This is an optimization exercise on Yosys and OpenROAD, whose aim is small area and a short achievable clock period, not a production implementation.
Function not checked in this run: the RTL went through the layout flow alone.

[flow/design.v]
module get_conv_target_angle(
 input [19:0] target_angle,
 output [11:0] z0,
 output q2,
 output q3
);
 wire [19:0] a = target_angle;
 wire lowa = ~|a[19:13];
 wire gt1440 = (a[12] | (a[11] | (a[10] & (a[9] | (a[8] & (a[7] & (a[6] | (a[5] & (a[4] | (a[3] | (a[2] | (a[1] | a[0]))))))))))));
 wire gt2880 = (a[12] | (a[11] & (a[10] | (a[9] & (a[8] & (a[7] | (a[6] & (a[5] | (a[4] | (a[3] | (a[2] | (a[1] | a[0]))))))))))));
 wire gt4320 = (a[12] & (a[11] | (a[10] | (a[9] | (a[8] | (a[7] & (a[6] & (a[5] & (a[4] | (a[3] | (a[2] | (a[1] | a[0]))))))))))));
 wire gt5760 = (a[12] & (a[11] | (a[10] & (a[9] & (a[8] | (a[7] & (a[6] | (a[5] | (a[4] | (a[3] | (a[2] | (a[1] | a[0]))))))))))));
 assign q2 = lowa & gt1440 & ~gt2880;
 assign q3 = lowa & gt2880 & ~gt4320;
 wire q4 = lowa & gt4320 & ~gt5760;
 wire satp = ~a[19] & ~(lowa & ~gt5760);
 wire satn = a[19] & ~((a[18] & (a[17] & (a[16] & (a[15] & (a[14] & (a[13] & (a[12] & (a[11] & (a[10] | (a[9] | (a[8] & (a[7] & a[6])))))))))))));
 reg [6:0] zh;
 always @(*) begin
  if (satp) zh = 7'd50;
  else if (satn) zh = 7'd78;
  else if (q2) zh = a[11:5] - 7'd45;
  else if (q3) zh = a[11:5] - 7'd90;
  else if (q4) zh = a[11:5] - 7'd52;
  else zh = a[11:5];
 end
 assign z0 = {zh, a[4:0] & {5{~(satp | satn)}}};
endmodule
module output_mapping(
 input [16:0] x,
 input [16:0] y,
 input q2,
 input q3,
 output [16:0] x_res,
 output [16:0] y_res
);
 assign x_res = x + (q2 | q3);
 assign y_res = y + q3;
endmodule
module cordic_sin_cos(clk, rst, target_angle, x_res, y_res);
 input clk, rst;
 input [19:0] target_angle;
 output reg [19:0] x_res;
 output reg [19:0] y_res;
 wire [11:0] z0;
 wire q2, q3;
 get_conv_target_angle conv_angle(.target_angle(target_angle), .z0(z0), .q2(q2), .q3(q3));
 wire [8:0] d;   
 wire [11:0] zs0 = z0;
 wire [11:0] zs0_u = zs0 ^ 12'd2048;
 assign d[0] = ~zs0[11];
 reg dr1;
 always @(*) begin
  case (d[0:0])
   1'b0: dr1 = (zs0_u[11] | (zs0_u[10] & (zs0_u[9] | (zs0_u[8] & (zs0_u[7] | (zs0_u[6] | (zs0_u[5] & zs0_u[4])))))));
   1'b1: dr1 = (zs0_u[11] & (zs0_u[10] | (zs0_u[9] & (zs0_u[8] | (zs0_u[7] & (zs0_u[6] & (zs0_u[5] | zs0_u[4])))))));
  endcase
 end
 assign d[1] = dr1;
 reg dr2;
 always @(*) begin
  case (d[1:0])
   2'b00: dr2 = (zs0_u[11] | (zs0_u[10] | (zs0_u[9] & (zs0_u[8] & (zs0_u[7] & (zs0_u[6] | (zs0_u[5] | (zs0_u[4] | (zs0_u[3] | (zs0_u[2] & (zs0_u[1] & zs0_u[0])))))))))));
   2'b10: dr2 = (zs0_u[11] | (zs0_u[10] & (zs0_u[9] & (zs0_u[8] | (zs0_u[7] & (zs0_u[6] & (zs0_u[5] | (zs0_u[4] & (zs0_u[3] & (zs0_u[2] | (zs0_u[1] | zs0_u[0])))))))))));
   2'b01: dr2 = (zs0_u[11] & (zs0_u[10] | (zs0_u[9] | (zs0_u[8] & (zs0_u[7] | (zs0_u[6] | (zs0_u[5] & (zs0_u[4] | (zs0_u[3] | (zs0_u[2] & (zs0_u[1] & zs0_u[0])))))))))));
   2'b11: dr2 = (zs0_u[11] & (zs0_u[10] & (zs0_u[9] | (zs0_u[8] | (zs0_u[7] | (zs0_u[6] & (zs0_u[5] & (zs0_u[4] & (zs0_u[3] & (zs0_u[2] | (zs0_u[1] | zs0_u[0])))))))))));
  endcase
 end
 assign d[2] = dr2;
 reg dr3;
 always @(*) begin
  case (d[2:0])
   3'b000: dr3 = (zs0_u[11] | (zs0_u[10] | (zs0_u[9] & (zs0_u[8] | (zs0_u[7] & (zs0_u[6] | (zs0_u[5] & (zs0_u[4] | (zs0_u[3] | (zs0_u[2] & (zs0_u[1] & zs0_u[0])))))))))));
   3'b100: dr3 = (zs0_u[11] | (zs0_u[10] & (zs0_u[9] | (zs0_u[8] | (zs0_u[7] | (zs0_u[6] & (zs0_u[5] & (zs0_u[4] | (zs0_u[3] | (zs0_u[2] & (zs0_u[1] & zs0_u[0])))))))))));
   3'b010: dr3 = (zs0_u[11] | (zs0_u[10] & (zs0_u[9] | (zs0_u[8] & (zs0_u[7] & (zs0_u[6] & (zs0_u[5] & (zs0_u[4] & (zs0_u[3] & (zs0_u[2] | (zs0_u[1] | zs0_u[0])))))))))));
   3'b110: dr3 = (zs0_u[11] | (zs0_u[10] & (zs0_u[9] & (zs0_u[8] & (zs0_u[7] & (zs0_u[6] | (zs0_u[5] & (zs0_u[4] & (zs0_u[3] & (zs0_u[2] | (zs0_u[1] | zs0_u[0])))))))))));
   3'b001: dr3 = (zs0_u[11] & (zs0_u[10] | (zs0_u[9] | (zs0_u[8] | (zs0_u[7] | (zs0_u[6] & (zs0_u[5] | (zs0_u[4] | (zs0_u[3] | (zs0_u[2] & (zs0_u[1] & zs0_u[0])))))))))));
   3'b101: dr3 = (zs0_u[11] & (zs0_u[10] | (zs0_u[9] & (zs0_u[8] | (zs0_u[7] | (zs0_u[6] | (zs0_u[5] | (zs0_u[4] | (zs0_u[3] | (zs0_u[2] & (zs0_u[1] & zs0_u[0])))))))))));
   3'b011: dr3 = (zs0_u[11] & (zs0_u[10] | (zs0_u[9] & (zs0_u[8] & (zs0_u[7] & (zs0_u[6] | (zs0_u[5] | (zs0_u[4] & (zs0_u[3] & (zs0_u[2] | (zs0_u[1] | zs0_u[0])))))))))));
   3'b111: dr3 = (zs0_u[11] & (zs0_u[10] & (zs0_u[9] | (zs0_u[8] & (zs0_u[7] | (zs0_u[6] & (zs0_u[5] | (zs0_u[4] & (zs0_u[3] & (zs0_u[2] | (zs0_u[1] | zs0_u[0])))))))))));
  endcase
 end
 assign d[3] = dr3;
 reg [7:0] zk4;
 always @(*) begin
  case (d[3:0])
   4'b0000: zk4 = 8'd203;
   4'b1000: zk4 = 8'd231;
   4'b0100: zk4 = 8'd11;
   4'b1100: zk4 = 8'd39;
   4'b0010: zk4 = 8'd121;
   4'b1010: zk4 = 8'd149;
   4'b0110: zk4 = 8'd185;
   4'b1110: zk4 = 8'd213;
   4'b0001: zk4 = 8'd43;
   4'b1001: zk4 = 8'd71;
   4'b0101: zk4 = 8'd107;
   4'b1101: zk4 = 8'd135;
   4'b0011: zk4 = 8'd217;
   4'b1011: zk4 = 8'd245;
   4'b0111: zk4 = 8'd25;
   4'b1111: zk4 = 8'd53;
  endcase
 end
 wire [7:0] zs4 = zs0[7:0] + zk4;
 wire [7:0] zs4_u = zs4 ^ 8'd128;
 assign d[4] = ~zs4[7];
 reg dr5;
 always @(*) begin
  case (d[4:4])
   1'b0: dr5 = (zs4_u[7] | (zs4_u[6] & (zs4_u[5] | (zs4_u[4] | (zs4_u[3] | (zs4_u[2] & (zs4_u[1] & zs4_u[0])))))));
   1'b1: dr5 = (zs4_u[7] & (zs4_u[6] | (zs4_u[5] & (zs4_u[4] & (zs4_u[3] & (zs4_u[2] | (zs4_u[1] | zs4_u[0])))))));
  endcase
 end
 assign d[5] = dr5;
 reg dr6;
 always @(*) begin
  case (d[5:4])
   2'b00: dr6 = (zs4_u[7] | (zs4_u[6] | (zs4_u[5] & (zs4_u[4] | (zs4_u[3] & (zs4_u[2] | (zs4_u[1] & zs4_u[0])))))));
   2'b10: dr6 = (zs4_u[7] | (zs4_u[6] & (zs4_u[5] & (zs4_u[4] | (zs4_u[3] | (zs4_u[2] | (zs4_u[1] & zs4_u[0])))))));
   2'b01: dr6 = (zs4_u[7] & (zs4_u[6] | (zs4_u[5] | (zs4_u[4] & (zs4_u[3] & (zs4_u[2] & (zs4_u[1] | zs4_u[0])))))));
   2'b11: dr6 = (zs4_u[7] & (zs4_u[6] & (zs4_u[5] | (zs4_u[4] & (zs4_u[3] | (zs4_u[2] & (zs4_u[1] | zs4_u[0])))))));
  endcase
 end
 assign d[6] = dr6;
 reg dr7;
 always @(*) begin
  case (d[6:4])
   3'b000: dr7 = (zs4_u[7] | (zs4_u[6] | (zs4_u[5] | (zs4_u[4] & (zs4_u[3] & (zs4_u[2] & (zs4_u[1] | zs4_u[0])))))));
   3'b100: dr7 = (zs4_u[7] | (zs4_u[6] | (zs4_u[5] & (zs4_u[4] & (zs4_u[3] & (zs4_u[2] | (zs4_u[1] | zs4_u[0])))))));
   3'b010: dr7 = (zs4_u[7] | (zs4_u[6] & (zs4_u[5] | (zs4_u[4] & (zs4_u[3] | (zs4_u[2] & (zs4_u[1] | zs4_u[0])))))));
   3'b110: dr7 = (zs4_u[7] | (zs4_u[6] & (zs4_u[5] & (zs4_u[4] & (zs4_u[3] | (zs4_u[2] | (zs4_u[1] | zs4_u[0])))))));
   3'b001: dr7 = (zs4_u[7] & (zs4_u[6] | (zs4_u[5] | (zs4_u[4] | (zs4_u[3] & (zs4_u[2] & (zs4_u[1] & zs4_u[0])))))));
   3'b101: dr7 = (zs4_u[7] & (zs4_u[6] | (zs4_u[5] & (zs4_u[4] | (zs4_u[3] & (zs4_u[2] | (zs4_u[1] & zs4_u[0])))))));
   3'b011: dr7 = (zs4_u[7] & (zs4_u[6] & (zs4_u[5] | (zs4_u[4] | (zs4_u[3] | (zs4_u[2] & (zs4_u[1] & zs4_u[0])))))));
   3'b111: dr7 = (zs4_u[7] & (zs4_u[6] & (zs4_u[5] & (zs4_u[4] | (zs4_u[3] | (zs4_u[2] | (zs4_u[1] & zs4_u[0])))))));
  endcase
 end
 assign d[7] = dr7;
 reg dr8;
 always @(*) begin
  case (d[7:4])
   4'b0000: dr8 = (zs4_u[7] | (zs4_u[6] | (zs4_u[5] | (zs4_u[4] & (zs4_u[3] | (zs4_u[2] & zs4_u[1]))))));
   4'b1000: dr8 = (zs4_u[7] | (zs4_u[6] | (zs4_u[5] & (zs4_u[4] | (zs4_u[3] | zs4_u[2])))));
   4'b0100: dr8 = (zs4_u[7] | (zs4_u[6] | (zs4_u[5] & (zs4_u[4] & (zs4_u[3] | (zs4_u[2] | zs4_u[1]))))));
   4'b1100: dr8 = (zs4_u[7] | zs4_u[6]);
   4'b0010: dr8 = (zs4_u[7] | (zs4_u[6] & (zs4_u[5] | (zs4_u[4] | (zs4_u[3] & (zs4_u[2] & zs4_u[1]))))));
   4'b1010: dr8 = (zs4_u[7] | (zs4_u[6] & (zs4_u[5] | (zs4_u[4] & (zs4_u[3] & zs4_u[2])))));
   4'b0110: dr8 = (zs4_u[7] | (zs4_u[6] & (zs4_u[5] & (zs4_u[4] | (zs4_u[3] & (zs4_u[2] | zs4_u[1]))))));
   4'b1110: dr8 = (zs4_u[7] | (zs4_u[6] & (zs4_u[5] & (zs4_u[4] & zs4_u[3]))));
   4'b0001: dr8 = (zs4_u[7] & (zs4_u[6] | (zs4_u[5] | (zs4_u[4] | zs4_u[3]))));
   4'b1001: dr8 = (zs4_u[7] & (zs4_u[6] | (zs4_u[5] | (zs4_u[4] & (zs4_u[3] | (zs4_u[2] & zs4_u[1]))))));
   4'b0101: dr8 = (zs4_u[7] & (zs4_u[6] | (zs4_u[5] & (zs4_u[4] | (zs4_u[3] | zs4_u[2])))));
   4'b1101: dr8 = (zs4_u[7] & (zs4_u[6] | (zs4_u[5] & (zs4_u[4] & (zs4_u[3] | (zs4_u[2] | zs4_u[1]))))));
   4'b0011: dr8 = (zs4_u[7] & zs4_u[6]);
   4'b1011: dr8 = (zs4_u[7] & (zs4_u[6] & (zs4_u[5] | (zs4_u[4] | (zs4_u[3] & (zs4_u[2] & zs4_u[1]))))));
   4'b0111: dr8 = (zs4_u[7] & (zs4_u[6] & (zs4_u[5] | (zs4_u[4] & (zs4_u[3] & zs4_u[2])))));
   4'b1111: dr8 = (zs4_u[7] & (zs4_u[6] & (zs4_u[5] & (zs4_u[4] | (zs4_u[3] & (zs4_u[2] | zs4_u[1]))))));
  endcase
 end
 assign d[8] = dr8;
 wire [5:0] ti = d[5:0];
 wire [16:0] xm, ym;
 wire [63:0] tbx0 = 64'hcfd2b40ccfd2b40c;
 wire [63:0] tby0 = 64'h250b92f6250b92f6;
 assign xm[0] = tbx0[ti];
 assign ym[0] = tby0[ti];
 wire [63:0] tbx1 = 64'h8175b006931cd9b1;
 wire [63:0] tby1 = 64'h4f7360d7c44f5c16;
 assign xm[1] = tbx1[ti];
 assign ym[1] = tby1[ti];
 wire [63:0] tbx2 = 64'h5ad09495ca3b1a65;
 wire [63:0] tby2 = 64'h48b1b8b7025253e4;
 assign xm[2] = tbx2[ti];
 assign ym[2] = tby2[ti];
 wire [63:0] tbx3 = 64'hb52fc9b1af81e488;
 wire [63:0] tby3 = 64'h374e16af1a37ad1a;
 assign xm[3] = tbx3[ti];
 assign ym[3] = tby3[ti];
 wire [63:0] tbx4 = 64'hb9dc286994143b9d;
 wire [63:0] tby4 = 64'h23b940433d7d623a;
 assign xm[4] = tbx4[ti];
 assign ym[4] = tby4[ti];
 wire [63:0] tbx5 = 64'hcada788a511e5b53;
 wire [63:0] tby5 = 64'h90b0e010f778f2f7;
 assign xm[5] = tbx5[ti];
 assign ym[5] = tby5[ti];
 wire [63:0] tbx6 = 64'hdbc9d79189eb93db;
 wire [63:0] tby6 = 64'hb293bf37138236b2;
 assign xm[6] = tbx6[ti];
 assign ym[6] = tby6[ti];
 wire [63:0] tbx7 = 64'h961fdca1853bf869;
 wire [63:0] tby7 = 64'h3c7ab9071f62a1c3;
 assign xm[7] = tbx7[ti];
 assign ym[7] = tby7[ti];
 wire [63:0] tbx8 = 64'he88fc54bd2a3f117;
 wire [63:0] tby8 = 64'h811a9fd2b406a77e;
 assign xm[8] = tbx8[ti];
 assign ym[8] = tby8[ti];
 wire [63:0] tbx9 = 64'h89dfe5b3cda7fb91;
 wire [63:0] tby9 = 64'h13ba8f269b0ea237;
 assign xm[9] = tbx9[ti];
 assign ym[9] = tby9[ti];
 wire [63:0] tbx10 = 64'h7a6a5a12485a565e;
 wire [63:0] tby10 = 64'he0c0f074d1f0fcf8;
 assign xm[10] = tbx10[ti];
 assign ym[10] = tby10[ti];
 wire [63:0] tbx11 = 64'hc1ebf3ebd7cfd783;
 wire [63:0] tby11 = 64'h9782a682be9abe16;
 assign xm[11] = tbx11[ti];
 assign ym[11] = tby11[ti];
 wire [63:0] tbx12 = 64'hfee6dac2435b677f;
 wire [63:0] tby12 = 64'ha88cb094d6f2ceea;
 assign xm[12] = tbx12[ti];
 assign ym[12] = tby12[ti];
 wire [63:0] tbx13 = 64'h7642cffbdff3426e;
 wire [63:0] tby13 = 64'hecd49aa2baa6d4c8;
 assign xm[13] = tbx13[ti];
 assign ym[13] = tby13[ti];
 wire [63:0] tbx14 = 64'hcf66ee77ee7766f3;
 wire [63:0] tby14 = 64'h9acc88ee88eecca6;
 assign xm[14] = tbx14[ti];
 assign ym[14] = tby14[ti];
 wire [63:0] tbx15 = 64'hf67ef66ff66f7e6f;
 wire [63:0] tby15 = 64'hace8accaaccae8ca;
 assign xm[15] = tbx15[ti];
 assign ym[15] = tby15[ti];
 wire [63:0] tbx16 = 64'h8000800180010001;
 wire [63:0] tby16 = 64'h1555155715575557;
 assign xm[16] = tbx16[ti];
 assign ym[16] = tby16[ti];
 wire [16:0] xt = q2 ? ~ym : (q3 ? ~xm : xm);
 wire [16:0] yt = q2 ? xm : (q3 ? ~ym : ym);
 wire qn = q2 | q3;
 wire [16:0] tx6 = {{6{yt[16]}}, yt[16:6]};
 wire [16:0] ty6 = {{6{xt[16]}}, xt[16:6]};
 wire cx6 = d[6] ^ q3;
 wire cy6 = ~(d[6] ^ qn);
 wire [16:0] x7 = xt + (tx6 ^ {17{d[6]}}) + cx6;
 wire [16:0] y7 = yt + (ty6 ^ {17{~d[6]}}) + cy6;
 wire [16:0] tx7 = {{7{y7[16]}}, y7[16:7]};
 wire [16:0] ty7 = {{7{x7[16]}}, x7[16:7]};
 wire cx7 = d[7] ^ q3;
 wire cy7 = ~(d[7] ^ qn);
 wire [16:0] x8 = x7 + (tx7 ^ {17{d[7]}}) + cx7;
 wire [16:0] y8 = y7 + (ty7 ^ {17{~d[7]}}) + cy7;
 wire [16:0] tx8 = {{8{y8[16]}}, y8[16:8]};
 wire [16:0] ty8 = {{8{x8[16]}}, x8[16:8]};
 wire cx8 = d[8] ^ q3;
 wire cy8 = ~(d[8] ^ qn);
 wire [16:0] x9 = x8 + (tx8 ^ {17{d[8]}}) + cx8;
 wire [16:0] y9 = y8 + (ty8 ^ {17{~d[8]}}) + cy8;
 wire [16:0] xo, yo;
 output_mapping out_map(.x(x9), .y(y9), .q2(q2), .q3(q3), .x_res(xo), .y_res(yo));
 always @(posedge clk) begin
  if (rst == 1'b0) begin
   x_res <= 20'd0;
   y_res <= 20'd0;
  end else begin
   x_res <= {{3{xo[16]}}, xo};
   y_res <= {{3{yo[16]}}, yo};
  end
 end
endmodule
[flow/run.sh]
#!/bin/bash
# synth_recipe.tcl (not shown) runs the flow's synth.tcl, then flattens the netlist and writes it again
# the make line also repeats each setting of config.mk as NAME=value (left out here)
make -C /OpenROAD-flow-scripts/flow DESIGN_CONFIG=/design/flow/config.mk WORK_HOME=/design/flow/orfs CLKGATE_MAP_FILE= SYNTH_SCRIPT=/design/flow/synth_recipe.tcl finish
[flow/config.mk]
export PLATFORM = sky130hd
export DESIGN_NAME = cordic_sin_cos
export DESIGN_NICKNAME = cordic_sin_cos
export VERILOG_FILES = /design/flow/design.v
export SDC_FILE = /design/flow/constraint.sdc
export NUM_CORES = 4
export LEC_CHECK = 0
export ABC_AREA = 1
export CAP_MARGIN = 20
export CORE_MARGIN = 2
export CORE_UTILIZATION = 40
export SLEW_MARGIN = 20
[flow/constraint.sdc]
create_clock -name core_clock -period 35.0 [get_ports {clk}]
set_input_delay 7.0000 -clock core_clock [delete_from_list [all_inputs] [get_ports {clk}]]
set_output_delay 7.0000 -clock core_clock [all_outputs]
set_load 0.01 [all_outputs]
==> results.yml <==
status:
  outcome: "timing/DRC/antenna clean"
yosys:
  ys_ff_latch: 34
  syn_area_sq_um: 11000
  yosysSeqAreaShare: 0.0618
  syn_area_per_cell_sq_um: 6.21
  yosysWarnings: 2
  synthDistinctLibCells: 63
  async_flop_share: 0
  synth_edf_count: 0
  synth_ff_type: "dfxtp_1"
  syn-num-nets: 1952
  synthCells: 1775
grt:
  grt_pass1_wl_um: 61800
  grt_overflow_total: 0
  antenna_found_initial: 0
  grt_start_max_net_pins: 76
  grt_pass1_vias: 11255
  grt_util_all_layers: 0.271
routing:
  routed-via-count: 11921
  ant_nets: 0
  wl_per_cell_um: 18.4
  drc: 0
  first_pass_iters: 6
  wirelength_um: 39400
  drt_iter0_drc: 1150
  viasPerCell: 5.58
layout:
  final_cell_mix: "nand2_1, inv_1, o21ai_0"
  nets: 1972
  area_growth_pct: 8.40
  finalCoreUtilization: 0.442
  drive_above_1_share: 0.0730
  antenna_cells: 0
  final_common_cell: "nand2_1"
worst_setup_path:
  endpoint_kind: "flip-flop"
  crit_top_cell: "nand2_1"
  arrival_ns: 23.65
  critPathBufInv: 15
  crit_path_start_kind: "primary input"
  critPathMaxStageDelay_ns: 0.67
  critPathKind: "primary input to flip-flop"
  slowest_stage: "clkdlybuf4s50_1"
  path_max_fanout: 75
  crit_family: "simple AND/OR/NAND/NOR gates"
  critical_path_required_ns: 35.22
die:
  num_rows: 60
  start_util: 0.408
  num_io_pins: 62
  die_y_um: 170
  design.die.area_sq_um: 28900
  coreArea_sq_um: 27000
  die_w_um: 170
clock_network:
  cts.sink_count: 34
  path_clk_slew_ns: 0.05
  cts_tree: "done"
  h-tree-depth: 2
  cts_buffers: 5
  cts_root_buf: "clkbuf_16"
  postCtsSetupBuffers: 0
  clockBufferDepth: 2
  cts_hold_buffers: 0
  cts_resized: 0
sta:
  max_slew_margin: 0.436
  fin_crit_sh: 0.669
  finalSetupTns_ns: 0
  rsz0062_at_grt: "false"
  fin_hold_ws_ns: 7.82
  worst_pin_slew_ns: 0.843
  fmax_ghz: 0.0427
  hold_viol: 0
  finalCriticalPeriod_ns: 23.43
  finalSetupViolations: 0
  maxSlewViolCount: 0
placed_design:
  place.gp.congestion: 1.05
  port_buffers: 61
  hpwlAfterDp_um: 32500
worst_hold_path:
  hold_path.class: "primary input to flip-flop"
run:
  maxCapViolCount: 0
==> kinds of logic after synthesis <==
| logic type | share of synthesized area |
|---|---|
| flops | 0.0618 |
| compound gates | 0.239 |
| simple gates | 0.285 |
| xor+xnor | 0.111 |
| buf+inv | 0.117 |
| fa+ha+maj | 0.185 |
==> per-stage QoR <==
| step | worst slack (ns) | instances | area, sq um |
|---|---|---|---|
| finish | 11.57 | 2136 | 11900 |
| global route | 9.88 | 2136 | 11900 |
| detailed placement | 11.47 | 2129 | 11800 |
| CTS | 11.69 | 2136 | 11900 |
| global placement | 11.42 | 2129 | 11800 |
| floorplan | 15.23 | 1775 | 11000 |
==> routing by layer <==
metal | routed length (um) | vias up | GRT usage
met5 | 0 | - | 0
met4 | 2030 | 0 | 0.125
met3 | 2110 | 127 | 0.0193
met2 | 18900 | 461 | 0.490
met1 | 16300 | 5353 | 0.328
li1 | - | 5980 | -
==> layout make-up <==
| type | count | area (sq um) |
|---|---|---|
| clock buffers | 5 | 125 |
| clock inverters | 2 | 10.0 |
| fillers | 2913 | 15100 |
| inverters | 255 | 962 |
| multi-input cells | 1427 | 9040 |
| flip-flops and latches | 34 | 681 |
| well taps | 341 | 427 |
| repair buffers | 72 | 693 |
==> Yosys cell counts, types with 5 or more instances <==
cell type / instances / area (sq um)
o31ai_1: 14 / 105
ha_1: 142 / 1780
clkbuf_1: 20 / 75.1
nor2_1: 156 / 586
nor2_2: 7 / 43.8
nand3_2: 9 / 90.1
o21ai_1: 11 / 55.1
a31oi_1: 10 / 62.6
a22oi_1: 5 / 37.5
xor2_2: 6 / 97.6
a21oi_1: 153 / 766
o22ai_1: 11 / 68.8
xor2_1: 102 / 893
xnor2_1: 27 / 236
buf_1: 6 / 22.5
inv_1: 231 / 867
o21ai_0: 157 / 786
o211ai_1: 13 / 97.6
nand2_4: 10 / 113
nor3_1: 16 / 80.1
nand2_1: 313 / 1170
o21a_1: 14 / 105
nand2_2: 29 / 181
dfxtp_1: 34 / 681
a21o_1: 7 / 52.6
nand3_1: 103 / 515
o21bai_1: 22 / 165
buf_2: 19 / 95.1
nand4_1: 17 / 106
fa_1: 13 / 260
buf_4: 9 / 67.6
inv_2: 23 / 86.3
==> state kept, by name (all words and copies together), names as in the netlist <==
| register | flops |
|---|---|
| y_res | 17 |
| x_res | 17 |
==> worst paths after layout <==
check                        from   endpoint  slack, ns  cells past startpoint
hold / removal                rst   x_res[1]       7.82                      3
setup / recovery  target_angle[7]  x_res[16]      11.57                     96

## what the ideal ports hide
The flow's constraints put no driver on any port. The routed layout listed below was extracted and timed again, unchanged, in two steps. Step 1 assumes that a clkbuf_16 drives the clock port and a buf_2 every other input. Step 2 also shifts input and output timing later by t, the mid clock arrival at the registers, as if the neighbouring blocks saw the same clock. a / b / c = ideal / step 1 / step 2; a / b = the first two.
shift t [ns]: 0.312
setup WS [ns]: 11.568 / 11.579 / 11.267
slew at the worst register clock pin (ns): 0.05 / 0.05
worst data-port slew with drivers (ns): 0.03
After both steps this run still meets setup and hold. The setup slack of this run moves by +0.011 ns with the drivers and by -0.301 ns with both steps.
